Source: an optimization exercise on an open RTL-to-GDS flow (aim: small area, a short achievable clock period and few clock cycles per item). Production flows keep margins and buffers that such runs may drop.
Function was checked by simulation only, so behaviour that the tests miss may differ from the original.
Power and IR drop assume default switching activity.

## bitty_core
module bitty_core (
    input clk, reset, run,                   
    input [15:0] instruction,                
    output done,                             
    output [15:0] reg_s,                     
    output [15:0] alu_result                 
);
Size in the first run: roughly 52 I/O pins.
clock: 40.0 ns
lec_check: 0
abc_area: 1
cap_margin: 20
core_margin: 2
core_utilization: 55
cts_buf_list: sky130_fd_sc_hd__clkbuf_8
cts_cluster_diameter: 100
cts_cluster_size: 40
slew_margin: 20
synth_hierarchical: 1
synth_minimum_keep_size: 0
standard.sh (not shown) runs the stock make flow with config.mk's settings and CLKGATE_MAP_FILE= SYNTH_SCRIPT=/design/flow/synth_recipe.tcl, a recipe that flattens the netlist after the stock synthesis.
==> flow/flow/run.sh <==
#!/bin/bash
# Own layout flow: the standard ORFS flow (standard.sh) with these changes:
#  - synthesis maps the logic with an area-oriented abc script
#    (flow/abc_myarea.script) instead of ORFS's delay-oriented one; the
#    flip-flops, flattening and renaming are the standard flow's (synth_recipe.tcl);
#  - the port buffers that placement inserts are buf_2 cells;
#  - the extra ORFS make variables in flow/make_args.txt, if any (one per
#    line), are passed to every make call.
# Each tool's output goes to the logs under orfs/logs and to flow_*.log here.
set -euo pipefail
HERE=$(pwd)
rm -rf scripts_mod
cp -r "$FLOW_HOME/scripts" scripts_mod
cp flow/abc_myarea.script scripts_mod/
python3 flow/patch_synth.py scripts_mod/synth.tcl
EXTRA=""
if [[ -f flow/make_args.txt ]]; then
  while read -r line; do
    [[ -n "$line" ]] && EXTRA="$EXTRA '$line'"
  done < flow/make_args.txt
fi
# standard.sh with our scripts folder, port buffer cell and extra variables
# added to its make call
sed -e "s|make -C |make SCRIPTS_DIR=$HERE/scripts_mod 'BUFFER_PORTS_ARGS=-buffer_cell sky130_fd_sc_hd__buf_2' $EXTRA -C |" standard.sh > standard_mod.sh
grep -q "SCRIPTS_DIR=$HERE/scripts_mod" standard_mod.sh
bash standard_mod.sh synth > flow_synth.log 2>&1
bash standard_mod.sh > flow_layout.log 2>&1
test -f out/final.def
==> flow/flow/abc_myarea.script <==
strash
dch
map -a
topo
stime -c
==> flow/flow/make_args.txt <==
SETUP_SLACK_MARGIN=19.5
==> flow/flow/patch_synth.py <==
#!/usr/bin/env python3
"""Patch a copy of ORFS's synth.tcl so that abc maps with abc_myarea.script
(area-oriented mapping) instead of ORFS's delay-oriented abc script. Only the
abc call changes: flip-flop mapping, flattening and renaming are untouched."""
import sys
f = sys.argv[1]
t = open(f).read()
old = '  log_cmd abc {*}$abc_args\n'
assert t.count(old) == 1, "abc call not found"
new = '  log_cmd abc {*}[lreplace $abc_args 1 1 $::env(SCRIPTS_DIR)/abc_myarea.script]\n'
open(f, 'w').write(t.replace(old, new))
Testbench counts at the start, summed over its fixed seeds: cycles 14,932, instrs 12,000.
Edit:
==> flow/flow/abc_myarea.script (replaced) <==
strash
dch
amap
topo
stime -c
- CTS_CLUSTER_DIAMETER: 100 -> default
- CTS_CLUSTER_SIZE: 40 -> default
Effect: The changed run passed the timing, DRC and antenna checks. Utilization is higher by 0.27 points. Final area stays flat. Setup slack degrades by 0.099 ns. Total power is lower slightly. Critical path depth is lower by 1. Clock skew hardly moves. Hold slack degrades by 0.0058 ns. Count of clock-buffer cells in the layout is unchanged.
Edit:
==> flow/flow/abc_myarea.script (replaced) <==
strash
&get -n
&st
&dch
&nf -R 1000
&put
topo
stime -c
After rerunning: Wire length shrinks by a little under a tenth; area after synthesis is about the same; die area hardly moves; worst setup slack loses 0.042 ns; cell area shrinks slightly; critical path depth shrinks by 7; worst hold slack loses 0.035 ns; total power shrinks by a few percent; clock skew grows by 0.0031 ns.
Edit:
==> flow/flow/abc_myarea.script (replaced) <==
strash
dch
map -a
topo
stime -c
==> flow/flow/make_args.txt (replaced) <==
SETUP_SLACK_MARGIN=21.5
=>
- The changed run passed the timing, DRC and antenna checks
- clock power drops by roughly a tenth
- die area climbs slightly
- sequential share of layout area drops by 6.3 points
- non-clock buffer count climbs by 228
- final area climbs by a quarter to a third
Edit:
==> flow/flow/make_args.txt (replaced) <==
SETUP_SLACK_MARGIN=18.5
=> The changed run ran to the end with no violations. Cell count drops by about 10%. Area after synthesis does not change. Wire length is lower by about 22%.


bitty_core again, from the RTL that the note above started with.
Design bitty_core, start of the top module:
module bitty_core (
    input clk, reset, run,                   
    input [15:0] instruction,                
    output done,                             
    output [15:0] reg_s,                     
    output [15:0] alu_result                 
);
Settings: LEC_CHECK=0, ABC_AREA=1, CAP_MARGIN=20, CORE_MARGIN=2, CORE_UTILIZATION=55, CTS_BUF_LIST=sky130_fd_sc_hd__clkbuf_8, SLEW_MARGIN=20, SYNTH_HIERARCHICAL=1, SYNTH_MINIMUM_KEEP_SIZE=0; clock period 40.0 ns.
==> flow/flow/abc_myarea.script <==
strash
dch
map -a
topo
stime -c
==> flow/flow/fast_modules.txt <==
alu_slice prefix16
==> flow/flow/make_args.txt <==
SETUP_SLACK_MARGIN=19.5
==> flow/flow/patch_synth.py <==
#!/usr/bin/env python3
"""Patch a copy of ORFS's synth.tcl so that abc maps with abc_myarea.script
(area-oriented mapping) instead of ORFS's delay-oriented abc script, except
for the modules listed in fast_modules.txt (next to this file), which are
mapped first with ORFS's own script (the area-oriented call then finds no
logic left in them). Only the abc call changes: flip-flop mapping, flattening
and renaming are untouched."""
import os
import sys
f = sys.argv[1]
here = os.path.dirname(os.path.abspath(__file__))
fast = []
p = os.path.join(here, "fast_modules.txt")
if os.path.exists(p):
    fast = open(p).read().split()
t = open(f).read()
old = '  log_cmd abc {*}$abc_args\n'
assert t.count(old) == 1, "abc call not found"
area = '[lreplace $abc_args 1 1 $::env(SCRIPTS_DIR)/abc_myarea.script]'
if fast:
    sel = " ".join(fast)
    new = (f'  log_cmd abc {{*}}$abc_args {sel}\n'
           f'  log_cmd abc {{*}}{area}\n')
else:
    new = f'  log_cmd abc {{*}}{area}\n'
open(f, 'w').write(t.replace(old, new))
Scripts as last shown in full above: flow/flow/run.sh
Testbench counts at the start, summed over its fixed seeds: cycles 14,932, instrs 12,000.
Edit:
==> flow/flow/patch_synth.py (replaced) <==
#!/usr/bin/env python3
"""Patch a copy of ORFS's synth.tcl so that abc maps with abc_myarea.script
(area-oriented mapping) instead of ORFS's delay-oriented abc script. Only the
abc call changes: flip-flop mapping, flattening and renaming are untouched."""
import sys
f = sys.argv[1]
t = open(f).read()
old = '  log_cmd abc {*}$abc_args\n'
assert t.count(old) == 1, "abc call not found"
new = '  log_cmd abc {*}[lreplace $abc_args 1 1 $::env(SCRIPTS_DIR)/abc_myarea.script]\n'
open(f, 'w').write(t.replace(old, new))
CORE_UTILIZATION = 68   (was 55)
removed: flow/flow/fast_modules.txt
Maximum frequency is about the same; via count rises by 0.49%; critical path depth rises by 5.
Edit:
==> flow/flow/make_args.txt (replaced) <==
SETUP_SLACK_MARGIN=19.8
CORE_UTILIZATION = 55   (was 68)
After rerunning:
- design area rose by a few percent
- sequential share of layout area fell by 1.5 points
- power rose by a few percent
- die area rose by about a fifth
- clock skew rose by 0.014 ns
- count of clock-buffer cells in the layout does not change
- utilization fell by 12 points
- routed wire length rose by a little under a tenth
- synthesized area does not change
- global-route usage fell by 4.8 points
- combinational power rose by a few percent
Edit:
==> flow/flow/fast_modules.txt (new file) <==
alu_slice prefix16
==> flow/flow/make_args.txt (replaced) <==
SETUP_SLACK_MARGIN=20.2
==> flow/flow/patch_synth.py (replaced) <==
#!/usr/bin/env python3
"""Patch a copy of ORFS's synth.tcl so that abc maps with abc_myarea.script
(area-oriented mapping) instead of ORFS's delay-oriented abc script, except
for the modules listed in fast_modules.txt (next to this file), which are
mapped first with ORFS's own script (the area-oriented call then finds no
logic left in them). Only the abc call changes: flip-flop mapping, flattening
and renaming are untouched."""
import os
import sys
f = sys.argv[1]
here = os.path.dirname(os.path.abspath(__file__))
fast = []
p = os.path.join(here, "fast_modules.txt")
if os.path.exists(p):
    fast = open(p).read().split()
t = open(f).read()
old = '  log_cmd abc {*}$abc_args\n'
assert t.count(old) == 1, "abc call not found"
area = '[lreplace $abc_args 1 1 $::env(SCRIPTS_DIR)/abc_myarea.script]'
if fast:
    sel = " ".join(fast)
    new = (f'  log_cmd abc {{*}}$abc_args {sel}\n'
           f'  log_cmd abc {{*}}{area}\n')
else:
    new = f'  log_cmd abc {{*}}{area}\n'
open(f, 'w').write(t.replace(old, new))
Outcome:
- maximum frequency goes up by 1.9%
- setup slack improves by 0.38 ns
- routed wire length went up by 3.0%
- die area is higher by 4.7%
- hold slack hardly moves
- via count went up by 2.6%
- cell area went up by 2.3%
- synthesized area grows by 4.8%
- power shrinks by 0.56%
- critical path depth drops by 1
Edit:
==> flow/flow/make_args.txt (replaced) <==
SETUP_SLACK_MARGIN=19.5
==> flow/flow/patch_synth.py (replaced) <==
#!/usr/bin/env python3
"""Patch a copy of ORFS's synth.tcl so that abc maps with abc_myarea.script
(area-oriented mapping) instead of ORFS's delay-oriented abc script. Only the
abc call changes: flip-flop mapping, flattening and renaming are untouched."""
import sys
f = sys.argv[1]
t = open(f).read()
old = '  log_cmd abc {*}$abc_args\n'
assert t.count(old) == 1, "abc call not found"
new = '  log_cmd abc {*}[lreplace $abc_args 1 1 $::env(SCRIPTS_DIR)/abc_myarea.script]\n'
open(f, 'w').write(t.replace(old, new))
removed: flow/flow/fast_modules.txt
Synthesized cell count falls by 9.5%.
Power falls by 4.7%.
Die area falls by 4.4%.
Combinational power falls by about 7%.
Clock-buffer cell count is unchanged.
Cell area falls by about 7%.
Edit:
PLACE_DENSITY = 0.7   (was unset)
Effect: The new run finished clean; total power rises by about 2.8%; critical path depth increases by 5; synthesized cell count does not change; routed wire length rose by about 5%.


bitty_core, a different RTL version from the one above (not shown whole).
For scale: ~1,400 cells after synthesis.
## bitty_core
module bitty_core (
    input clk, reset, run,                   
    input [15:0] instruction,                
    output done,                             
    output [15:0] reg_s,                     
    output [15:0] alu_result                 
);
    wire [15:0] A, B, R, Q;
    wire        first, is_mul, is_div, is_shr, shift_multi;
    regfile rf (
        .clk(clk), .reset(reset),
        .rx(instruction[15:13]), .ry(instruction[12:10]),
        .we(done), .wdata(alu_result),
        .A(A), .B(B)
    );
    assign reg_s = A;
    alu alu_inst (
        .A(A), .B(B),
        .ALU_Sel(instruction[6:3]),
        .mode(instruction[2]),
        .shift_multi(shift_multi),
        .R(R), .Q(Q),
        .ALU_Result(alu_result)
    );
    muldiv md (
        .clk(clk), .first(first), .is_mul(is_mul), .is_div(is_div),
        .is_shr(is_shr), .A(A), .B(B), .R(R), .Q(Q)
    );
    control_unit cu (
        .clk(clk), .reset(reset), .run(run),
        .instruction(instruction), .B(B),
        .first(first), .is_mul(is_mul), .is_div(is_div), .is_shr(is_shr),
        .shift_multi(shift_multi), .done(done)
    );
endmodule
==> flow/config.mk <==
export PLATFORM = sky130hd
export DESIGN_NAME = bitty_core
export DESIGN_NICKNAME = bitty_core
export VERILOG_FILES = /design/flow/design.v
export SDC_FILE = /design/flow/constraint.sdc
export NUM_CORES = 4
export LEC_CHECK = 0
export ABC_AREA = 1
export CAP_MARGIN = 20
export CORE_MARGIN = 2
export CORE_UTILIZATION = 40
export SLEW_MARGIN = 20
export SYNTH_HIERARCHICAL = 1
export SYNTH_MINIMUM_KEEP_SIZE = 0
==> flow/constraint.sdc <==
create_clock -name core_clock -period 40.0 [get_ports {clk}]
set_input_delay 8.0000 -clock core_clock [delete_from_list [all_inputs] [get_ports {clk}]]
set_output_delay 8.0000 -clock core_clock [all_outputs]
set_load 0.01 [all_outputs]
==> flow/flow/run.sh <==
#!/bin/bash
# Own layout flow: the standard ORFS flow (standard.sh) with two changes:
#  - synthesis maps the logic with an area-oriented abc script
#    (flow/abc_myarea.script) instead of ORFS's delay-oriented one; the
#    flip-flops, flattening and renaming are the standard flow's (synth_recipe.tcl);
#  - the port buffers that placement inserts are buf_2 cells.
# Each tool's output goes to the logs under orfs/logs and to flow_*.log here.
set -euo pipefail
HERE=$(pwd)
rm -rf scripts_mod
cp -r "$FLOW_HOME/scripts" scripts_mod
cp flow/abc_myarea.script scripts_mod/
python3 flow/patch_synth.py scripts_mod/synth.tcl
# standard.sh with our scripts folder and port buffer cell added to its make call
sed -e "s|make -C |make SCRIPTS_DIR=$HERE/scripts_mod 'BUFFER_PORTS_ARGS=-buffer_cell sky130_fd_sc_hd__buf_2' -C |" standard.sh > standard_mod.sh
grep -q "SCRIPTS_DIR=$HERE/scripts_mod" standard_mod.sh
bash standard_mod.sh synth > flow_synth.log 2>&1
bash standard_mod.sh > flow_layout.log 2>&1
test -f out/final.def
==> flow/flow/patch_synth.py <==
#!/usr/bin/env python3
"""Patch a copy of ORFS's synth.tcl so that abc maps with abc_myarea.script
(area-oriented mapping) instead of ORFS's delay-oriented abc script. Only the
abc call changes: flip-flop mapping, flattening and renaming are untouched."""
import sys
f = sys.argv[1]
t = open(f).read()
old = '  log_cmd abc {*}$abc_args\n'
assert t.count(old) == 1, "abc call not found"
new = '  log_cmd abc {*}[lreplace $abc_args 1 1 $::env(SCRIPTS_DIR)/abc_myarea.script]\n'
open(f, 'w').write(t.replace(old, new))
Scripts as last shown in full above: flow/flow/abc_myarea.script
Testbench counts at the start, summed over its fixed seeds: cycles 16,588, instrs 12,000.
Next try:
==> flow/run.sh (new file) <==
#!/bin/bash
# synth_recipe.tcl (not shown) runs the flow's synth.tcl, then flattens the netlist and writes it again
# the make line also repeats each setting of config.mk as NAME=value (left out here)
make -C /OpenROAD-flow-scripts/flow DESIGN_CONFIG=/design/flow/config.mk WORK_HOME=/design/flow/orfs CLKGATE_MAP_FILE= SYNTH_SCRIPT=/design/flow/synth_recipe.tcl finish
removed: flow/flow/run.sh
removed: flow/flow/abc_myarea.script
removed: flow/flow/patch_synth.py
removed: flow/standard.sh
Clock power drops by about 3%.
Maximum frequency drops by 1.2%.
Routed wire length climbs by 15%.
Combinational power climbs by 20%.


bitty_core with an RTL version that a note above also has.
For scale: about 1,500 cells after synthesis, about 52 I/O pins.
==> flow/config.mk <==
export PLATFORM = sky130hd
export DESIGN_NAME = bitty_core
export DESIGN_NICKNAME = bitty_core
export VERILOG_FILES = /design/flow/design.v
export SDC_FILE = /design/flow/constraint.sdc
export NUM_CORES = 4
export LEC_CHECK = 0
export ABC_AREA = 1
export CAP_MARGIN = 20
export CORE_MARGIN = 2
export CORE_UTILIZATION = 55
export CTS_BUF_LIST = sky130_fd_sc_hd__clkbuf_8
export PLACE_DENSITY = 0.8
export SLEW_MARGIN = 20
export SYNTH_HIERARCHICAL = 1
export SYNTH_MINIMUM_KEEP_SIZE = 0
==> flow/constraint.sdc <==
create_clock -name core_clock -period 40.0 [get_ports {clk}]
set_input_delay 8.0000 -clock core_clock [delete_from_list [all_inputs] [get_ports {clk}]]
set_output_delay 8.0000 -clock core_clock [all_outputs]
set_load 0.01 [all_outputs]
==> flow/flow/run.sh <==
#!/bin/bash
# Own layout flow: the standard ORFS flow (standard.sh) with these changes:
#  - synthesis maps the logic with an area-oriented abc script
#    (flow/abc_myarea.script) instead of ORFS's delay-oriented one; the
#    flip-flops, flattening and renaming are the standard flow's (synth_recipe.tcl);
#  - the port buffers that placement inserts are buf_2 cells;
#  - the extra ORFS make variables in flow/make_args.txt, if any (one per
#    line), are passed to every make call.
# Each tool's output goes to the logs under orfs/logs and to flow_*.log here.
set -euo pipefail
HERE=$(pwd)
rm -rf scripts_mod
cp -r "$FLOW_HOME/scripts" scripts_mod
cp flow/abc_myarea.script scripts_mod/
python3 flow/patch_synth.py scripts_mod/synth.tcl
EXTRA=""
if [[ -f flow/make_args.txt ]]; then
  while read -r line; do
    [[ -n "$line" ]] && EXTRA="$EXTRA '$line'"
  done < flow/make_args.txt
fi
# standard.sh with our scripts folder, port buffer cell and extra variables
# added to its make call
sed -e "s|make -C |make SCRIPTS_DIR=$HERE/scripts_mod 'BUFFER_PORTS_ARGS=-buffer_cell sky130_fd_sc_hd__buf_2' $EXTRA -C |" standard.sh > standard_mod.sh
grep -q "SCRIPTS_DIR=$HERE/scripts_mod" standard_mod.sh
bash standard_mod.sh synth > flow_synth.log 2>&1
bash standard_mod.sh > flow_layout.log 2>&1
test -f out/final.def
==> flow/flow/abc_myarea.script <==
strash
dch
map -a
topo
stime -c
==> flow/flow/make_args.txt <==
SETUP_SLACK_MARGIN=19.5
==> flow/flow/patch_synth.py <==
#!/usr/bin/env python3
"""Patch a copy of ORFS's synth.tcl so that abc maps with abc_myarea.script
(area-oriented mapping) instead of ORFS's delay-oriented abc script. Only the
abc call changes: flip-flop mapping, flattening and renaming are untouched."""
import sys
f = sys.argv[1]
t = open(f).read()
old = '  log_cmd abc {*}$abc_args\n'
assert t.count(old) == 1, "abc call not found"
new = '  log_cmd abc {*}[lreplace $abc_args 1 1 $::env(SCRIPTS_DIR)/abc_myarea.script]\n'
open(f, 'w').write(t.replace(old, new))
The first run ran to the end with no violations.
Testbench counts at the start, summed over its fixed seeds: cycles 14,932, instrs 12,000.
Change:
==> flow/flow/make_args.txt (replaced) <==
SETUP_SLACK_MARGIN=20.2
--- a/flow/config.mk
+++ b/flow/config.mk
@@ -12,3 +12,2 @@
 export CTS_BUF_LIST = sky130_fd_sc_hd__clkbuf_8
-export PLACE_DENSITY = 0.8
 export SLEW_MARGIN = 20
After rerunning: Wire length rises by 3.1%; first-iteration DRC count falls by 11%; utilization increases by 7.2 points; count of clock-buffer cells in the layout is lower by 2; sequential power hardly moves; global-route usage shrinks by 0.10 points.
Change:
==> flow/flow/make_args.txt (replaced) <==
SETUP_SLACK_MARGIN=19.5
--- a/flow/config.mk
+++ b/flow/config.mk
@@ -12,2 +12,3 @@
 export CTS_BUF_LIST = sky130_fd_sc_hd__clkbuf_8
+export GPL_TIMING_DRIVEN = 0
 export SLEW_MARGIN = 20
Total power decreases by a few percent.
Flip-flop and latch count does not change.
Global-route usage increases by 1.4 points.
Worst setup slack loses 490 ps.
Via count drops slightly.
Combinational power is lower by a few percent.
Count of clock-buffer cells in the layout stays the same.
Hold slack barely changes.
Non-clock buffer count goes down by 52.
Final area went down by a few percent.

## static timing again, ports no longer ideal
No port has a modelled driver above. Below, the same layouts with a new extraction and two added sets of constraints. Step 1 (the two cells are an assumption about what drives the block):
set clk [get_ports {clk}]
set_driving_cell -lib_cell sky130_fd_sc_hd__clkbuf_16 $clk
set_driving_cell -lib_cell sky130_fd_sc_hd__buf_2 [delete_from_list [all_inputs] $clk]
Step 2 moves the port delays by t, midway between the first and last clock arrival at a register: inputs arrive t later, outputs are due t later. That takes back most of the time a late clock gives input paths. Slacks: ideal / step 1 / step 2; pairs: ideal / step 1.
run | t, ns | setup slack, ns | worst slew at a driven data input, ns | cell pins on the clock port's net
the first run of note 1 | 0.516 | 19.778 / 19.757 / 19.722 | 0.03 | 1
the second run of note 1 | 0.519 | 19.678 / 19.655 / 19.533 | 0.03 | 1
the third run of note 1 | 0.522 | 19.636 / 19.618 / 19.618 | 0.03 | 1
the fourth run of note 1 | 0.522 | 19.701 / 19.677 / 19.155 | 0.07 | 1
the fifth run of note 1 | 0.501 | 18.827 / 18.808 / 18.808 | 0.03 | 1
the first run of note 2 | 0.502 | 19.681 / 19.653 / 19.653 | 0.03 | 1
the second run of note 2 | 0.486 | 19.659 / 19.639 / 19.539 | 0.03 | 1
the third run of note 2 | 0.502 | 19.914 / 19.895 / 19.546 | 0.03 | 1
the fourth run of note 2 | 0.522 | 20.292 / 20.271 / 20.159 | 0.03 | 1
the fifth run of note 2 | 0.516 | 19.778 / 19.757 / 19.722 | 0.03 | 1
the sixth run of note 2 | 0.516 | 19.584 / 19.561 / 19.181 | 0.03 | 1
the first run of note 3 | 0.478 | 17.947 / 17.926 / 17.926 | 0.03 | 1
the second run of note 3 | 0.498 | 17.683 / 17.660 / 17.660 | 0.03 | 1
the first run of note 4 | 0.528 | 19.538 / 19.510 / 19.328 | 0.03 | 1
the second run of note 4 | 0.500 | 20.080 / 20.012 / 19.941 | 0.06 | 1
the third run of note 4 | 0.513 | 19.589 / 19.566 / 19.427 | 0.03 | 1
After both steps setup and hold are still met in every run listed. For the fourth run of note 1, which loses most, drivers alone change the setup slack by -0.024 ns; drivers and shift together by -0.546 ns.
